This is an optimization exercise on Yosys and OpenROAD, whose aim is small area, a short achievable clock period and few clock cycles, not a production implementation.
Only simulation tests tie the RTL to the original design; equivalence was not proved.
Power figures rest on the tool's default switching activity, not on a simulated workload.

## flow/design.v (module list and top-level ports; edited modules follow where they fit)
// module sin_fopi_win: 45 lines
// module sin_coef_rom: 785 lines
// module sin_csa_mul: 956 lines
// module xillybus_wrapper: 313 lines
module xillybus_wrapper (
    input  wire        ap_clk,
    input  wire        ap_rst,
    input  wire [31:0] in_r_dout,
    input  wire        in_r_empty_n,
    output wire        in_r_read,
    output wire [31:0] out_r_din,
    input  wire        out_r_full_n,
    output wire        out_r_write,
    input  wire [7:0]  debug_ready,
    output wire [7:0]  debug_out,
    output wire        debug_out_ap_vld
);
  // ...
==> flow/run.sh <==
#!/bin/bash
# synth_recipe.tcl (not shown) runs the flow's synth.tcl, then flattens the netlist and writes it again
# the make line also repeats each setting of config.mk as NAME=value (left out here)
make -C /OpenROAD-flow-scripts/flow DESIGN_CONFIG=/design/flow/config.mk WORK_HOME=/design/flow/orfs CLKGATE_MAP_FILE= SYNTH_SCRIPT=/design/flow/synth_recipe.tcl finish
==> flow/config.mk <==
export PLATFORM = sky130hd
export DESIGN_NAME = xillybus_wrapper
export DESIGN_NICKNAME = xillybus_wrapper
export VERILOG_FILES = /design/flow/design.v
export SDC_FILE = /design/flow/constraint.sdc
export NUM_CORES = 4
export LEC_CHECK = 0
export ABC_AREA = 1
export CAP_MARGIN = 35
export CORE_MARGIN = 2
export CORE_UTILIZATION = 40
export SETUP_SLACK_MARGIN = 5
export SLEW_MARGIN = 35
export SYNTH_MEMORY_MAX_BITS = 16384
==> flow/constraint.sdc <==
create_clock -name core_clock -period 10.0 [get_ports {ap_clk}]
set_input_delay 2.0000 -clock core_clock [delete_from_list [all_inputs] [get_ports {ap_clk}]]
set_output_delay 2.0000 -clock core_clock [all_outputs]
set_load 0.01 [all_outputs]
==> impl_metrics.yaml, run 1 <==
run_status:
  outcome: "complete, no violations"
worst_setup_path:
  worstSetupStartpoint: "RA2[0]"
  slowest_delay_ns: 0.71
  endpoint_kind: "flip-flop"
  crit_buf_inv: 5
  cp_slowest_cell: "nor2_1"
  path_cells: "buf_4, inv_1, ha_1, buf_4, nor2_1, buf_4, nor2_1, nand2_1, a21oi_1, o311ai_0, nand3_1, o221ai_1, o22ai_1, inv_1"
  r2r_end: "A[11]"
  reg2reg_depth: 14
  crit_arrival_ns: 5.49
detailed_routing:
  dr_wl_met2_um: 134000
  top_layer: "met5"
yosys:
  yosys_warnings: 3
  synth_top_family_by_area: "compound AO/OA/AOI/OAI gates"
  synth_seq_cells: 405
die:
  ios: 87
cells_and_area:
  fin_area_mm2: 0.0587
  final_util_pct: 44.7
  drive_above_1_share_pct: 6.98
  bufAreaShareNonClock_pct: 5.11
sta:
  hold_viol_final: 0
power_and_ir_drop:
  power_frac_seq_pct: 16.6
global_routing:
  met2_usage_pct: 67.6
  grt_max_degree: 76
clocking:
  post_cts_buffers: 24
Testbench counts, summed over its fixed seeds: cycles 13,466.
==> inputs of run 2 (changes only) <==
--- a/flow/config.mk
+++ b/flow/config.mk
@@ -11,2 +11,3 @@
 export CORE_UTILIZATION = 40
+export CTS_BUF_LIST = sky130_fd_sc_hd__clkbuf_4 sky130_fd_sc_hd__clkbuf_8
 export SETUP_SLACK_MARGIN = 5
==> impl_metrics.yaml, run 2 <==
run_status:
  outcome: "complete, no violations"
worst_setup_path:
  reg2reg_depth: 14
  slowest_delay_ns: 0.64
  critPathKind: "reg2reg"
  path_cells: "buf_4, inv_1, ha_1, nand2_1, inv_1, nor2_1, inv_1, nor2_1, a311oi_4, a2111oi_0, o221ai_1, o21ai_0, nor3_1, a21oi_1"
  r2r_end: "R[17]"
  start_kind: "flip-flop"
  worstReg2RegStart: "RA1[1]"
  cp_slowest_cell: "inv_1"
  crit_arrival_ns: 5.89
  cp_max_fo: 15
  crit_buf_inv: 4
  cpLargestDelayFamily: "compound AO/OA/AOI/OAI gates"
  worstPathRequired_ns: 10.64
  endpoint_kind: "flip-flop"
  rrSetupSlack_ns: 4.75
  critical_path.most_common_cell: "inv_1"
clocking:
  clockBufferDepth: 3
  cts-root-buf: "clkbuf_8"
  clk_latency_ns: 0.80
  htree_levels: 3
  cts_hold_buffers: 0
  cts.clk_slew.worst_paths_ns: 0.07
  numClockSinks: 405
  numCtsBuffers: 75
  cts_tree: "built"
die:
  die_h_um: 368
  rows: 133
  die-area_mm2: 0.135
  ios: 87
  die_w_um: 368
  core_mm2: 0.131
  initial_core_util_pct: 40.3
sta:
  setup_tns_ns: 0
  setup_violations: 0
  finalCritPeriodShare_pct: 52.5
  hold_viol_final: 0
  hold_slack_ns: 0.462
  slew_viol_final: 0
  rsz0062_at_grt: "yes"
  finClkSkew_ns: 0.0856
  fin_crit_ns: 5.25
  tightestPinTransition_ns: 1.05
  setup_ws_ns: 4.75
  clock.fmax_mhz: 190
  slew_headroom_pct: 28.9
yosys:
  syn-instance-count: 8001
  synth_most_common_cell: "nand2_1"
  yosysTopAreaCell: "edfxtp_1"
  syn_area_per_cell_um2: 6.62
  synth_edf_count: 211
  ys_top_cells_by_count: "nand2_1 (1,637), inv_1 (990), o21ai_0 (826)"
  async_reset_ff_share_pct: 0
  synth_top_area_share_pct: 12.0
  synth_nets: 8525
  yosys_warnings: 3
  synth_cell_type_count: 72
  ys_seq_area_share_pct: 19.3
  synth-main-ff-cell: "edfxtp_1"
  synth_area_leaders: "edfxtp_1 (12%), nand2_1 (12%), fa_1 (10%)"
  synth_seq_cells: 405
  syn-cell-area_mm2: 0.0530
cells_and_area:
  fin_area_mm2: 0.0587
  layout_commonest_cell: "nand2_1"
  layout_common_cells: "nand2_1 (1,617), inv_1 (977), o21ai_0 (804)"
  nNetsFinal: 8495
  drive_above_1_share_pct: 7.46
  instances_no_fill: 9795
  final_util_pct: 44.7
  top_regs: "R x58, PS x47, S x47"
  largest_register_ff_count: 58
  area_growth_pct: 10.8
  top_register: "R"
power_and_ir_drop:
  combPwrFrac_pct: 73.2
  p_int_mw: 8.84
  power.share.switching_pct: 51.9
  p_sw_mw: 9.53
  power.total_mw: 18.4
  peakVddDrop_mv: 0.509
  clkPwrFrac_pct: 10.1
  power_frac_seq_pct: 16.6
  power_density_mw_per_mm2: 313
  p_leak_nw: 26.0
global_routing:
  grtUsageTotal_pct: 46.3
  gr-total-overflow: 0
  grt_max_degree: 76
  antenna_found_initial: 18
  grt_pass1_vias: 60047
  grt_first_pass_wirelength_um: 451000
min_path:
  hold_path_end: "PC[2]"
  hp-start: "CB[5]"
  min_path_cells: 0
  hp-class: "reg2reg"
detailed_routing:
  drc: 0
  drtPass1Iterations: 7
  drtIter0Drc: 10915
  drt-total-wl_um: 327000
  ant_nets: 0
  wire_per_inst_um: 33.3
  route.vias.total: 64756
  routed_via_density: 6.61
placement:
  post-place-ws_ns: 3.14
  portBuffers: 78
  gp_congestion: 1.16
  placed_area_mm2: 0.0556
  dp_cells: 9548
  dp_hpwl_um: 240000
run:
  drv_cap: 0
-- run 2: cell counts after synthesis --
No cell type changed its count.
-- run 2: metal layers --
metal  track usage (%)  part of all wire (%)
met1              57.0                    36
met4              34.3                   9.5
met2              67.5                    41
met5                 0                 0.027
met3              14.6                    13
-- run 2: cells by family (layout without fill, tap and decap cells) --
logic type	count (synthesis)	after routing	share of synthesized area, %
other	1	10	0.00708
xor gates and xnor gates	391	391	6.46
and+or+nand+nor	2945	2950	22.9
buffers and inverters	1503	1528	10.8
AOI/OAI and AO/OA	2254	2254	25.0
DFF	405	405	19.3
muxes	22	22	0.418
adders and majority gates	480	480	15.2
-- run 2: power by group through the flow --
| stage | combinational, mW | sequential, mW | clock, mW |
|---|---|---|---|
| final | 13.4 | 3.06 | 1.86 |
| after global routing | 15.0 | 3.08 | 1.93 |
| after CTS | 13.3 | 3.04 | 1.87 |
| after detailed placement | 13.2 | 3.07 | 0 |
| after global placement | 12.8 | 3.07 | 0 |
| after floorplan | 9.00 | 2.83 | 0 |
-- run 2: worst max path at each step --
stage	start	endpoint	slack (ns)	depth (start not counted)
global placement	fin	R[23]	3.12	30
floorplan	ap_rst	bcd[0]	5.25	4
global route	RA1[1]	R[26]	4.85	16
finish	RA1[1]	R[17]	4.75	14
CTS	R[43]	R[23]	4.99	32
detailed placement	fin	R[23]	3.14	30
-- run 2: layout make-up --
type | instances | area [um^2]
Fill cell | 13884 | 72700
Clock buffer | 96 | 1220
Multi-Input combinational cell | 6098 | 37700
Tap cell | 1755 | 2200
Inverter | 1045 | 3990
Timing Repair inverter | 1 | 8.76
Timing Repair Buffer | 345 | 3000
Antenna cell | 9 | 22.5
Clock inverter | 41 | 412
Sequential cell | 405 | 10200
-- run 2: repair_timing --
item                       CTS  global route
gates resized for setup     57           108
buffers inserted            33            58
gates cloned                 5             5
pin swaps                   11            45
setup endpoints to repair   86            60
==> inputs of run 3 (changes only) <==
--- a/flow/config.mk
+++ b/flow/config.mk
@@ -8,3 +8,3 @@
 export ABC_AREA = 1
-export CAP_MARGIN = 35
+export CAP_MARGIN = 28
 export CORE_MARGIN = 2
@@ -13,3 +13,3 @@
 export SETUP_SLACK_MARGIN = 5
-export SLEW_MARGIN = 35
+export SLEW_MARGIN = 28
 export SYNTH_MEMORY_MAX_BITS = 16384
==> impl_metrics.yaml, run 3 <==
yosys:
  syn-cell-area_mm2: 0.0530
  synth_cell_type_count: 72
  synth_area_leaders: "edfxtp_1 (12%), nand2_1 (12%), fa_1 (10%)"
  synth-main-ff-cell: "edfxtp_1"
  synth_edf_count: 211
  ys_top_cells_by_count: "nand2_1 (1,637), inv_1 (990), o21ai_0 (826)"
  synth_seq_cells: 405
  ys_seq_area_share_pct: 19.3
  synth_most_common_cell: "nand2_1"
  syn-instance-count: 8001
  synth_top_area_share_pct: 12.0
  syn_area_per_cell_um2: 6.62
  synth_nets: 8525
  yosys_warnings: 3
  async_reset_ff_share_pct: 0
  yosysTopAreaCell: "edfxtp_1"
global_routing:
  gr-total-overflow: 0
  grt_first_pass_wirelength_um: 453000
  grt_max_degree: 76
  antenna_found_initial: 22
  grt_pass1_vias: 59967
  grtUsageTotal_pct: 46.5
cells_and_area:
  nNetsFinal: 8508
  largest_register_ff_count: 58
  fillers: 13946
  layout_common_cells: "nand2_1 (1,600), inv_1 (978), o21ai_0 (810)"
  instances_no_fill: 9817
  top_register: "R"
  multi_input_area_mm2: 0.0378
  seq_area_mm2: 0.0102
  drive_above_1_share_pct: 7.86
  area_growth_pct: 11.4
  top_regs: "R x58, PS x47, S x47"
  layout_commonest_cell: "nand2_1"
  fin_area_mm2: 0.0590
placement:
  portBuffers: 78
  gp_congestion: 1.16
  dp_cells: 9546
  dp_hpwl_um: 240000
  placed_area_mm2: 0.0556
detailed_routing:
  wl_met1_um: 119000
  drtIter0Drc: 11508
  route.vias.total: 64692
  routed_via_density: 6.59
  top_layer: "met5"
  dr_wl_met2_um: 136000
  wire_per_inst_um: 33.3
  met3_length_um: 43000
  drtPass1Iterations: 9
  drc: 0
  drt-total-wl_um: 327000
  ant_nets: 0
die:
  die_h_um: 368
  ios: 87
  core_mm2: 0.131
  die-area_mm2: 0.135
  rows: 133
  initial_core_util_pct: 40.3
  die_w_um: 368
clocking:
  numCtsBuffers: 73
  cts.clk_slew.worst_paths_ns: 0.07
  cts-root-buf: "clkbuf_8"
  htree_levels: 3
  cts_tree: "built"
  clockBufferDepth: 3
  numClockSinks: 405
  cts_hold_buffers: 0
  clk_latency_ns: 0.78
worst_setup_path:
  r2r_end: "R[4]"
  endpoint_kind: "flip-flop"
  reg2reg_depth: 15
  worstReg2RegStart: "RA1[1]"
  cp_max_fo: 15
  start_kind: "flip-flop"
  worstPathRequired_ns: 10.50
  rrSetupSlack_ns: 4.60
  crit_arrival_ns: 5.90
  critPathKind: "reg2reg"
power_and_ir_drop:
  peakVddDrop_mv: 0.486
  p_leak_nw: 26.1
  power_density_mw_per_mm2: 310
run_status:
  outcome: "complete, no violations"
min_path:
  hp-start: "CB[5]"
  hold_path_end: "PC[2]"
  hp-class: "reg2reg"
  min_path_cells: 0
sta:
  setup_violations: 0
  fin_crit_ns: 5.40
  slew_headroom_pct: 20.0
  tightestPinTransition_ns: 1.18
  slew_viol_final: 0
  finClkSkew_ns: 0.0634
  hold_viol_final: 0
  clock.fmax_mhz: 185
  finalCritPeriodShare_pct: 54.0
  setup_tns_ns: 0
  rsz0062_at_grt: "yes"
run:
  drv_cap: 0
run 3: cell counts after synthesis:
No cell type changed its count.
run 3: logic make-up (layout without fill, tap and decap cells):
family / Yosys count / in the layout / synth area share [%]
AND/OR/NAND/NOR: 2945 / 2950 / 22.9
AO/OA/AOI/OAI: 2254 / 2254 / 25.0
buffers and inverters: 1503 / 1540 / 10.8
adder cells (fa/ha/maj): 480 / 480 / 15.2
flip-flops: 405 / 405 / 19.3
XOR/XNOR: 391 / 391 / 6.46
multiplexers: 22 / 22 / 0.418
other: 1 / 20 / 0.00708
run 3: through the flow:
step / total power [mW] / hold WS (ns) / utilization, % / worst slack [ns]
3_3_place_gp: 15.9 / 0.448 / 42.2 / 3.12
5_1_grt: 20.0 / 0.474 / 44.9 / 4.79
4_1_cts: 18.1 / 0.463 / 43.9 / 4.99
2_1_floorplan: 11.8 / 0.329 / - / 5.25
3_5_place_dp: 16.2 / 0.456 / 42.3 / 3.13
6_report: 18.3 / 0.463 / 44.9 / 4.60
run 3: worst max-delay path by stage:
stage	cells after the start	start	slack (ns)	to
after detailed placement	30	fin	3.13	R[23]
final	15	RA1[1]	4.60	R[4]
after global placement	30	fin	3.12	R[23]
after global routing	35	fin	4.79	R[27]
after CTS	31	R[43]	4.99	R[23]
after floorplan	4	ap_rst	5.25	bcd[0]
run 3: timing repair:
| item | in CTS | in global routing |
|---|---|---|
| hold endpoints to repair | 0 | 0 |
| gates cloned | 6 | 5 |
| buffers inserted | 40 | 66 |
| pin swaps | 13 | 72 |
| setup endpoints to repair | 84 | 65 |
| gates resized for setup | 52 | 162 |
run 3: power by group:
part	switching [mW]	internal, mW	total [mW]
logic	8.22	5.23	13.5
clock network	0.846	0.936	1.78
registers	0.465	2.59	3.05
total	9.53	8.75	18.3
run 3: layer usage:
metal	GRT usage, %	up-vias
met2	68.4	5412
met3	14.0	1444
met5	0	-
li1	-	27091
met1	57.7	30729
met4	32.7	16
run 3: worst max-delay path, cell delays in order (launching register included):
cell and delay, ns:
edfxtp_1 0.37, buf_4 0.26, inv_1 0.60, ha_1 0.45, nor2_1 0.08, buf_4 0.21
inv_1 0.08, nand2_1 0.48, inv_1 0.37, nand2_1 0.32, nand2_1 0.15, o211ai_1 0.11
a21oi_1 0.66, nor4_2 0.21, nor3_1 0.61, nand3_1 0.14
run 3: final cells by class:
class	count	share of cell area, %
multi-input cells	6098	64.1
flip-flops and latches	405	17.3
inverters	1045	6.76
repair buffers	360	5.36
well taps	1755	3.72
clock buffers	100	2.15
clock inverters	34	0.490
diodes	19	0.0806
repair inverters	1	0.0148
==> inputs of run 4 (changes only) <==
--- a/flow/config.mk
+++ b/flow/config.mk
@@ -11,3 +11,2 @@
 export CORE_UTILIZATION = 40
-export CTS_BUF_LIST = sky130_fd_sc_hd__clkbuf_4 sky130_fd_sc_hd__clkbuf_8
 export SETUP_SLACK_MARGIN = 5
==> impl_metrics.yaml, run 4 <==
yosys:
  synth-main-ff-cell: "edfxtp_1"
  ys_top_cells_by_count: "nand2_1 (1,637), inv_1 (990), o21ai_0 (826)"
  syn-cell-area_mm2: 0.0530
  ys_seq_area_share_pct: 19.3
  async_reset_ff_share_pct: 0
  synth_area_leaders: "edfxtp_1 (12%), nand2_1 (12%), fa_1 (10%)"
  synth_most_common_cell: "nand2_1"
  synth_top_area_share_pct: 12.0
  yosysTopAreaCell: "edfxtp_1"
  syn_area_per_cell_um2: 6.62
  yosys_warnings: 3
  synth_nets: 8525
  synth_seq_cells: 405
  synth_cell_type_count: 72
  syn-instance-count: 8001
  synth_edf_count: 211
die:
  initial_core_util_pct: 40.3
  die_w_um: 368
  die-area_mm2: 0.135
  rows: 133
  die_h_um: 368
  ios: 87
  core_mm2: 0.131
sta:
  finalCritPeriodShare_pct: 53.1
  clock.fmax_mhz: 188
  rsz0062_at_grt: "yes"
  setup_tns_ns: 0
  setup_violations: 0
  hold_viol_final: 0
  fin_crit_ns: 5.31
  slew_headroom_pct: 23.4
  slew_viol_final: 0
  finClkSkew_ns: 0.0337
  setup_ws_ns: 4.69
  tightestPinTransition_ns: 1.15
worst_setup_path:
  worstSetupStartpoint: "RA1[1]"
  worstReg2RegStart: "RA1[1]"
  path_cells: "buf_4, inv_1, ha_1, nor2_1, buf_4, inv_1, nand2_1, inv_1, nand2_1, nand2_1, o211ai_1, a21oi_1, nor4_2, nor3_1, nand3_1"
  slowest_delay_ns: 0.60
  endpoint_kind: "flip-flop"
  crit_arrival_ns: 5.67
  cp_slowest_cell: "nor3_1"
  cp_max_fo: 15
  start_kind: "flip-flop"
  worstPathRequired_ns: 10.37
  critPathKind: "reg2reg"
clocking:
  numCtsBuffers: 48
  numClockSinks: 405
  clockBufferDepth: 3
  htree_levels: 2
  cts_tree: "built"
  cts-root-buf: "clkbuf_16"
  cts.clk_slew.worst_paths_ns: 0.06
  clk_latency_ns: 0.65
global_routing:
  grt_first_pass_wirelength_um: 452000
  gr-total-overflow: 0
  grt_pass1_vias: 59871
  antenna_found_initial: 19
  grtUsageTotal_pct: 46.4
  grt.met1_usage_pct: 57.4
  met2_usage_pct: 68.3
  grt_use_met3_pct: 14.5
  grt_max_degree: 76
  busiest_layer: "met2"
placement:
  post-place-ws_ns: 3.13
  portBuffers: 78
  dp_hpwl_um: 240000
  gp_congestion: 1.16
cells_and_area:
  drive_above_1_share_pct: 7.69
  seq_area_mm2: 0.0102
  multi_input_area_mm2: 0.0379
  nNetsFinal: 8493
  fillers: 13933
  area_growth_pct: 11.7
  top_regs: "R x58, PS x47, S x47"
  layout_common_cells: "nand2_1 (1,601), inv_1 (977), o21ai_0 (805)"
  largest_register_ff_count: 58
  layout_commonest_cell: "nand2_1"
  top_register: "R"
detailed_routing:
  routed_via_density: 6.63
  ant_nets: 0
  drtPass1Iterations: 7
  route.vias.total: 64809
  drt-total-wl_um: 327000
  drtIter0Drc: 11015
  wire_per_inst_um: 33.4
  drc: 0
run:
  drv_cap: 0
power_and_ir_drop:
  power_density_mw_per_mm2: 311
  p_leak_nw: 26.1
  peakVddDrop_mv: 0.493
run_status:
  outcome: "complete, no violations"
min_path:
  hp-start: "CB[5]"
  hp-class: "reg2reg"
-- run 4: cell counts after synthesis --
Identical to the previous run, type by type.
-- run 4: cell families after synthesis --
group                    after synthesis  synth area share, %
AND/OR/NAND/NOR                     2945                 22.9
AO/OA/AOI/OAI                       2254                 25.0
buffers and inverters               1503                 10.8
adder cells (fa/ha/maj)              480                 15.2
flip-flops                           405                 19.3
XOR/XNOR                             391                 6.46
multiplexers                          22                0.418
other                                  1              0.00708
-- run 4: stage by stage --
step	std cells	hold WS, ns	util, %	total power, mW	area, um^2
5_1_grt	9764	0.474	45.0	20.1	59200
6_report	9780	0.462	45.0	18.4	59200
3_5_place_dp	9546	0.456	42.3	16.2	55600
2_1_floorplan	8001	0.329	-	11.8	53000
4_1_cts	9673	0.465	43.9	18.3	57700
3_3_place_gp	9546	0.448	42.2	15.9	55500
-- run 4: layout make-up --
cell class,count,share of cell area [%]
timing repair inverter,1,0.0148
multi-input combinational,6098,64.0
clock inverter,23,0.429
tap,1755,3.71
clock buffer,66,2.33
sequential,405,17.3
timing repair buffer,370,5.42
antenna,17,0.0718
inverter,1045,6.75
-- run 4: power breakdown --
group          total [mW]  leakage (nW)  internal [mW]  switching [mW]
sequential           3.05          3.56           2.59           0.466
combinational        13.5          21.8           5.24            8.23
clock                1.91         0.799           1.08           0.833
-- run 4: worst max-delay path, delay by kind of cell, from the launching register on --
kind	cells	cell delay [ns]
compound gates	2	0.68
fa+ha+maj	1	0.44
buf+inv	5	1.50
flops	1	0.37
simple gates	7	1.99
-- run 4: layer usage --
layer  share of wire (%)  wire, um
met3                  13     43400
met5               0.014        47
met1                  36    119000
met2                  41    135000
met4                 9.0     29300
-- run 4: worst paths after layout --
check                to  slack, ns  depth (start not counted)
hold / removal    PC[2]       0.46                          0
setup / recovery   R[4]       4.69                         15
hold reg to reg   PC[2]       0.46                          0
setup reg to reg   R[4]       4.69                         15
-- run 4: repair_timing --
action / CTS / global route
hold buffers: 0 / 0
resized for setup: 52 / 190
setup endpoints to repair: 86 / 86
pin swaps: 13 / 64
setup buffers: 32 / 82
gates cloned: 6 / 5
endpoints found under the hold margin: 0 / 0

[separate check: timing with driven ports]
No port has a modelled driver above. Below, the same layouts with a new extraction and two added sets of constraints. Step 1, drivers: a clkbuf_16 drives ap_clk and a buf_2 each remaining input, both assumed. Step 2 also shifts input and output timing later by t, the mid clock arrival at the registers, as if the neighbouring blocks saw the same clock. Slacks: no drivers / after step 1 / after step 2; pairs: no drivers / after step 1.
| run | t, ns | setup slack, ns | worst setup path at the end | worst register clock-pin slew, ns |
|---|---|---|---|---|
| run 1 | 0.717 | 4.900 / 4.900 / 4.453 | input to register | 0.08 / 0.08 |
| run 2 | 0.830 | 4.749 / 4.749 / 4.393 | input to register | 0.09 / 0.09 |
| run 3 | 0.826 | 4.600 / 4.600 / 4.300 | input to register | 0.08 / 0.08 |
| run 4 | 0.716 | 4.693 / 4.693 / 4.525 | input to register | 0.08 / 0.08 |
After both steps every run listed still meets setup and hold. For run 1, which loses most, drivers alone change the setup slack by 0.000 ns; drivers and shift together by -0.447 ns.
